Background: an optimization exercise with open tools, aiming at small area and a short achievable clock period. Do not read the settings as production practice.
Function was checked by simulation only, so behaviour that the tests miss may differ from the original.
No activity file was given, so power comes from the tool's default toggle rates.

// npu
module npu (
    input               clk,
    input               reset,
    input               cov,
    input  [23:0]       data,
    input  [23:0]       wt,
    output logic [71:0] mmu_out,
    output logic [15:0] conv_out,
    output logic        conv_fin
);
export LEC_CHECK = 0
export CAP_MARGIN = 20
export CORE_MARGIN = 2
export CORE_UTILIZATION = 40
export CTS_CLUSTER_DIAMETER = 100
export CTS_CLUSTER_SIZE = 20
export PLACE_DENSITY = 0.6
export SETUP_SLACK_MARGIN = 3.0
export SLEW_MARGIN = 20
export TNS_END_PERCENT = 5
create_clock -name core_clock -period 5.5 [get_ports {clk}]
standard.sh (not shown) runs the stock make flow with config.mk's settings and CLKGATE_MAP_FILE= SYNTH_SCRIPT=/design/flow/synth_recipe.tcl, a recipe that flattens the netlist after the stock synthesis.
==> flow/flow/run.sh <==
#!/bin/bash
# Own flow: the standard layout (standard.sh, all steps, standard synthesis),
# with one change: the port buffers that global placement inserts on every input
# and output are buf_2 cells instead of the resizer's default pick (a 0.5 ns delay
# buffer). The whole make output goes to standard.log in this folder; ORFS keeps
# each step's own log under orfs/logs/.
set -euo pipefail
export BUFFER_PORTS_ARGS="-buffer_cell sky130_fd_sc_hd__buf_2"
bash standard.sh > standard.log 2>&1
Then changed:
==> flow/run.sh (new file) <==
#!/bin/bash
# synth_recipe.tcl (not shown) runs the flow's synth.tcl, then flattens the netlist and writes it again
# the make line also repeats each setting of config.mk as NAME=value (left out here)
make -C /OpenROAD-flow-scripts/flow DESIGN_CONFIG=/design/flow/config.mk WORK_HOME=/design/flow/orfs CLKGATE_MAP_FILE= SYNTH_SCRIPT=/design/flow/synth_recipe.tcl finish
removed: flow/flow/run.sh
removed: flow/standard.sh
=>
- setup slack is about the same
- routed wire length goes up by 3.5%
- via count goes up by 1.8%
- sequential share of layout area goes down by 1.2 points
Then changed:
==> flow/flow/run.sh (new file) <==
#!/bin/bash
# Own flow: the standard layout (standard.sh, all steps, standard synthesis),
# with one change: the port buffers that global placement inserts on every input
# and output are buf_2 cells instead of the resizer's default pick (a 0.5 ns delay
# buffer). The whole make output goes to standard.log in this folder; ORFS keeps
# each step's own log under orfs/logs/.
set -euo pipefail
export BUFFER_PORTS_ARGS="-buffer_cell sky130_fd_sc_hd__buf_2"
bash standard.sh > standard.log 2>&1
==> flow/standard.sh (new file) <==
#!/bin/bash
# synth_recipe.tcl (not shown) runs the flow's synth.tcl, then flattens the netlist and writes it again
# the make line also repeats each setting of config.mk as NAME=value (left out here)
make -C /OpenROAD-flow-scripts/flow DESIGN_CONFIG=/design/flow/config.mk WORK_HOME=/design/flow/orfs CLKGATE_MAP_FILE= SYNTH_SCRIPT=/design/flow/synth_recipe.tcl "${@:-finish}"
CORE_UTILIZATION = 50   (was 40)
PLACE_DENSITY = 0.7   (was 0.6)
removed: flow/run.sh
After rerunning:
- wire length fell by 6.8%
- first-iteration DRC count rose by 21%
- register-to-register slack got worse by 0.06 ns
- die area fell by 20%
- non-clock buffer count fell by 42
Then changed:
==> flow/run.sh (new file) <==
#!/bin/bash
# synth_recipe.tcl (not shown) runs the flow's synth.tcl, then flattens the netlist and writes it again
# the make line also repeats each setting of config.mk as NAME=value (left out here)
make -C /OpenROAD-flow-scripts/flow DESIGN_CONFIG=/design/flow/config.mk WORK_HOME=/design/flow/orfs CLKGATE_MAP_FILE= SYNTH_SCRIPT=/design/flow/synth_recipe.tcl finish
CORE_UTILIZATION = 40   (was 50)
CTS_CLUSTER_DIAMETER = 120   (was 100)
CTS_CLUSTER_SIZE = 30   (was 20)
PLACE_DENSITY = 0.6   (was 0.7)
removed: flow/flow/run.sh
removed: flow/standard.sh
Effect: Fmax goes up by 1.9%. Worst setup slack improves by 0.057 ns. Clock skew goes down by 0.0072 ns. Via count goes up by 0.38%. Final cell count goes up by 6.0%. Final area goes up by 3.6%. Clock power goes down by 10%. Hold slack improves by 0.018 ns. Non-clock buffer count goes up by 55. Wire length goes up by 6.0%.
Then changed:
==> flow/flow/run.sh (new file) <==
#!/bin/bash
# Own flow: the standard layout (standard.sh, all steps, standard synthesis),
# with one change: the port buffers that global placement inserts on every input
# and output are buf_1 cells instead of the resizer's default pick (a 0.5 ns delay
# buffer). The whole make output goes to standard.log in this folder; ORFS keeps
# each step's own log under orfs/logs/.
set -euo pipefail
export BUFFER_PORTS_ARGS="-buffer_cell sky130_fd_sc_hd__buf_1"
bash standard.sh > standard.log 2>&1
==> flow/standard.sh (new file) <==
#!/bin/bash
# synth_recipe.tcl (not shown) runs the flow's synth.tcl, then flattens the netlist and writes it again
# the make line also repeats each setting of config.mk as NAME=value (left out here)
make -C /OpenROAD-flow-scripts/flow DESIGN_CONFIG=/design/flow/config.mk WORK_HOME=/design/flow/orfs CLKGATE_MAP_FILE= SYNTH_SCRIPT=/design/flow/synth_recipe.tcl "${@:-finish}"
CTS_CLUSTER_DIAMETER = 100   (was 120)
CTS_CLUSTER_SIZE = 24   (was 30)
removed: flow/run.sh
The changed run finished clean.
Die area stays the same.
Wire length stays flat.
Fmax drops by 0.37%.
Setup slack is worse by 0.012 ns.
Count of clock-buffer cells in the layout climbs by 12.
Non-clock buffer count drops by 24.
Cell count drops by 0.32%.
Via count drops by 0.39%.
Design area drops by 2.2%.
Then changed:
==> flow/run.sh (new file) <==
#!/bin/bash
# synth_recipe.tcl (not shown) runs the flow's synth.tcl, then flattens the netlist and writes it again
# the make line also repeats each setting of config.mk as NAME=value (left out here)
make -C /OpenROAD-flow-scripts/flow DESIGN_CONFIG=/design/flow/config.mk WORK_HOME=/design/flow/orfs CLKGATE_MAP_FILE= SYNTH_SCRIPT=/design/flow/synth_recipe.tcl finish
CTS_CLUSTER_DIAMETER = not set   (was 100)
CTS_CLUSTER_SIZE = not set   (was 24)
SETUP_SLACK_MARGIN = 2.8   (was 3.0)
TNS_END_PERCENT = 1   (was 5)
removed: flow/flow/run.sh
removed: flow/standard.sh
The new run ran to the end with no violations.
Setup slack got worse by 0.059 ns.
Maximum frequency came out lower slightly.
Power came out higher by about a fifth.
Critical path depth came out lower by 2.
Die area does not change.
Synthesized area stays the same.
Wire length came out lower slightly.
Register-to-register slack got worse by 0.02 ns.

## what the ideal ports hide
How much do the figures lean on ideal ports? The routed layouts below were timed once more, with nothing changed but the port constraints.
Step 1 assumes that a clkbuf_16 drives the clock port and a buf_2 every other input.
Step 2 adds t to the input delays and takes it off the output delays; t is the mean of the earliest and latest rising clock arrival at the registers after step 1. Input paths then give back, and output paths get back, about the clock's delay inside the block.
a / b / c = ideal ports / drivers / drivers and shift; a / b = the first two.
| run | t (ns) | slack for setup (ns) | worst setup path at the end |
|---|---|---|---|
| the first run | 0.638 | 2.418 / 2.418 / 1.952 | input to register |
| the second run | 0.641 | 2.418 / 2.418 / 1.953 | input to register |
| the third run | 0.642 | 2.357 / 2.357 / 1.795 | input to register |
| the fourth run | 0.677 | 2.414 / 2.414 / 1.978 | input to register |
| the fifth run | 0.645 | 2.403 / 2.403 / 1.802 | input to register |
| the sixth run | 0.674 | 2.344 / 2.370 / 1.696 | input to register |
After both steps setup and hold are still met in every run listed. For the sixth run, which loses most, drivers alone change the setup slack by +0.026 ns; drivers and shift together by -0.648 ns.
